What follows belongs to an exercise in optimizing a design on an open flow for small area; a production flow would make more cautious choices. In this exercise RTL edits were held to simulation tests only and were not proved equivalent to the original. Power is estimated from default activity; no workload was simulated.

## bossBattleTop
module bossBattleTop(clk, btnRst, btnLeft, btnRight, btnShoot,
	seg, an, vgaRed, vgaGreen, vgaBlue, Hsync, Vsync
    );
	input clk, btnRst, btnLeft, btnRight, btnShoot;
	output reg [7:0] seg;
	output [3:0] an;
	output [2:0] vgaRed, vgaGreen;
	output [1:0] vgaBlue;
	output Hsync, Vsync;
	function [11:0] ADDr(input [11:0] a, input [11:0] b);
		integer i;
		reg c;
		begin
			c = 1'b0;
			for (i = 0; i < 12; i = i + 1) begin
				ADDr[i] = a[i] ^ b[i] ^ c;
				c = (a[i] & b[i]) | (c & (a[i] ^ b[i]));
			end
		end
	endfunction
	function [11:0] SUBr(input [11:0] a, input [11:0] b);
		integer i;
		reg c;
		begin
			c = 1'b1;
			for (i = 0; i < 12; i = i + 1) begin
				SUBr[i] = a[i] ^ ~b[i] ^ c;
				c = (a[i] & ~b[i]) | (c & (a[i] ^ ~b[i]));
			end
		end
	endfunction
	function [11:0] INCr(input [11:0] a);
		integer i;
		reg c;
		begin
			c = 1'b1;
			for (i = 0; i < 12; i = i + 1) begin
				INCr[i] = a[i] ^ c;
				c = c & a[i];
			end
		end
	endfunction
	function [11:0] DECr(input [11:0] a);
		integer i;
		reg c;
		begin
			c = 1'b1;
			for (i = 0; i < 12; i = i + 1) begin
				DECr[i] = a[i] ^ c;
				c = c & ~a[i];
			end
		end
	endfunction
	function GEc(input [11:0] x, input [11:0] c);
		integer i;
  ...
For scale: ~1900 cells after synthesis, ~27 I/O pins, about 15000 um2 of cells after synthesis.
Settings: LEC_CHECK=0, CAP_MARGIN=20, CORE_MARGIN=2, CORE_UTILIZATION=40, GPL_TIMING_DRIVEN=0, SLEW_MARGIN=20; clock period 10.0 ns.
standard.sh (not shown) runs the stock make flow with config.mk's settings and CLKGATE_MAP_FILE= SYNTH_SCRIPT=/design/flow/synth_recipe.tcl, a recipe that flattens the netlist after the stock synthesis.
==> flow/flow/run.sh <==
#!/bin/bash
# Layout flow: the standard flow (standard.sh, unchanged synthesis and steps), with one
# change: clock tree synthesis adds no dummy loads to balance the tree.
set -euo pipefail
export CTS_ARGS="-sink_clustering_enable -repair_clock_nets -dont_use_dummy_load"
bash standard.sh 2>&1 | tee standard.log
The first run went through all stages and came out clean.
Rerun with:
==> flow/flow/run.sh (replaced) <==
#!/bin/bash
# Layout flow: the standard flow (standard.sh, unchanged synthesis and steps), with two
# changes: the port buffers are the smallest buffer cell, and clock tree synthesis adds no
# dummy loads to balance the tree.
set -euo pipefail
export BUFFER_PORTS_ARGS="-buffer_cell sky130_fd_sc_hd__buf_1"
export CTS_ARGS="-sink_clustering_enable -repair_clock_nets -dont_use_dummy_load"
bash standard.sh 2>&1 | tee standard.log
--- a/flow/config.mk
+++ b/flow/config.mk
@@ -9,4 +9,3 @@
 export CORE_MARGIN = 2
 export CORE_UTILIZATION = 40
-export GPL_TIMING_DRIVEN = 0
 export SLEW_MARGIN = 20
Result: The new run finished clean. Wire length goes down by 8.1%. Clock power goes up by about 2%. Die area is unchanged. Non-clock buffer count goes down by 79. First-iteration DRC count goes down by 14%. Maximum frequency goes up by 7.7%. Cell area goes down by 2.5%. Global-route usage goes down by 1.9 points. Synthesized cell count does not change.
Rerun with:
==> flow/flow/run.sh (replaced) <==
#!/bin/bash
# Layout flow: the standard flow (standard.sh, unchanged synthesis and steps), with one
# change: clock tree synthesis adds no dummy loads to balance the tree.
set -euo pipefail
export CTS_ARGS="-sink_clustering_enable -repair_clock_nets -dont_use_dummy_load"
bash standard.sh 2>&1 | tee standard.log
After rerunning: Final cell count stays flat. Non-clock buffer count came out lower by 2. Final area rises by about 0.9%. Fmax falls by 4.8%.
Rerun with:
==> flow/flow/run.sh (replaced) <==
#!/bin/bash
# Layout flow: the standard flow (standard.sh, unchanged synthesis and steps), with two
# changes: the port buffers are the smallest buffer cell, and clock tree synthesis adds no
# dummy loads to balance the tree.
set -euo pipefail
export BUFFER_PORTS_ARGS="-buffer_cell sky130_fd_sc_hd__buf_1"
export CTS_ARGS="-sink_clustering_enable -repair_clock_nets -dont_use_dummy_load"
bash standard.sh 2>&1 | tee standard.log
--- a/flow/config.mk
+++ b/flow/config.mk
@@ -9,3 +9,4 @@
 export CORE_MARGIN = 2
 export CORE_UTILIZATION = 40
+export GPL_TIMING_DRIVEN = 0
 export SLEW_MARGIN = 20
=> Via count came out higher by 3.9%; wire length came out higher by 6.2%; hold slack gets worse by 0.0034 ns; cell area came out higher by 0.70%.
Rerun with:
--- a/flow/config.mk
+++ b/flow/config.mk
@@ -8,5 +8,4 @@
 export CAP_MARGIN = 20
 export CORE_MARGIN = 2
-export CORE_UTILIZATION = 40
-export GPL_TIMING_DRIVEN = 0
+export CORE_UTILIZATION = 60
 export SLEW_MARGIN = 20
What happened: The new run completed without violations. Wire length came out lower by about 11%. Final cell count is lower by 11%. Synthesized area is unchanged. Via count went down by about 3.6%. Non-clock buffer count shrinks by 86. Global-route usage goes up by 8.1 points. Power is higher by 0.47%.

==> re-timing with driven ports <==
Ports are ideal in the flow. The routed layouts listed here were re-timed in OpenROAD.
Step 1: set_driving_cell puts a clkbuf_16 on clk and a buf_2 on each other input, an assumption about the parent block.
Step 2 moves the port delays by t, midway between the first and last clock arrival at a register: inputs arrive t later, outputs are due t later. That takes back most of the time a late clock gives input paths.
Slacks: no drivers / after step 1 / after step 2; pairs: no drivers / after step 1.
run	shift t [ns]	setup slack, ns	hold slack, ns
the first run	0.481	0.558 / 0.511 / 0.992	0.356 / 0.356 / 0.356
the second run	0.491	1.235 / 1.179 / 1.670	0.356 / 0.356 / 0.356
the third run	0.491	0.795 / 0.743 / 1.234	0.357 / 0.357 / 0.357
the fourth run	0.485	0.901 / 0.851 / 1.336	0.353 / 0.353 / 0.353
the fifth run	0.476	1.346 / 1.295 / 1.771	0.368 / 0.368 / 0.368
After both steps setup and hold are still met in every run listed.
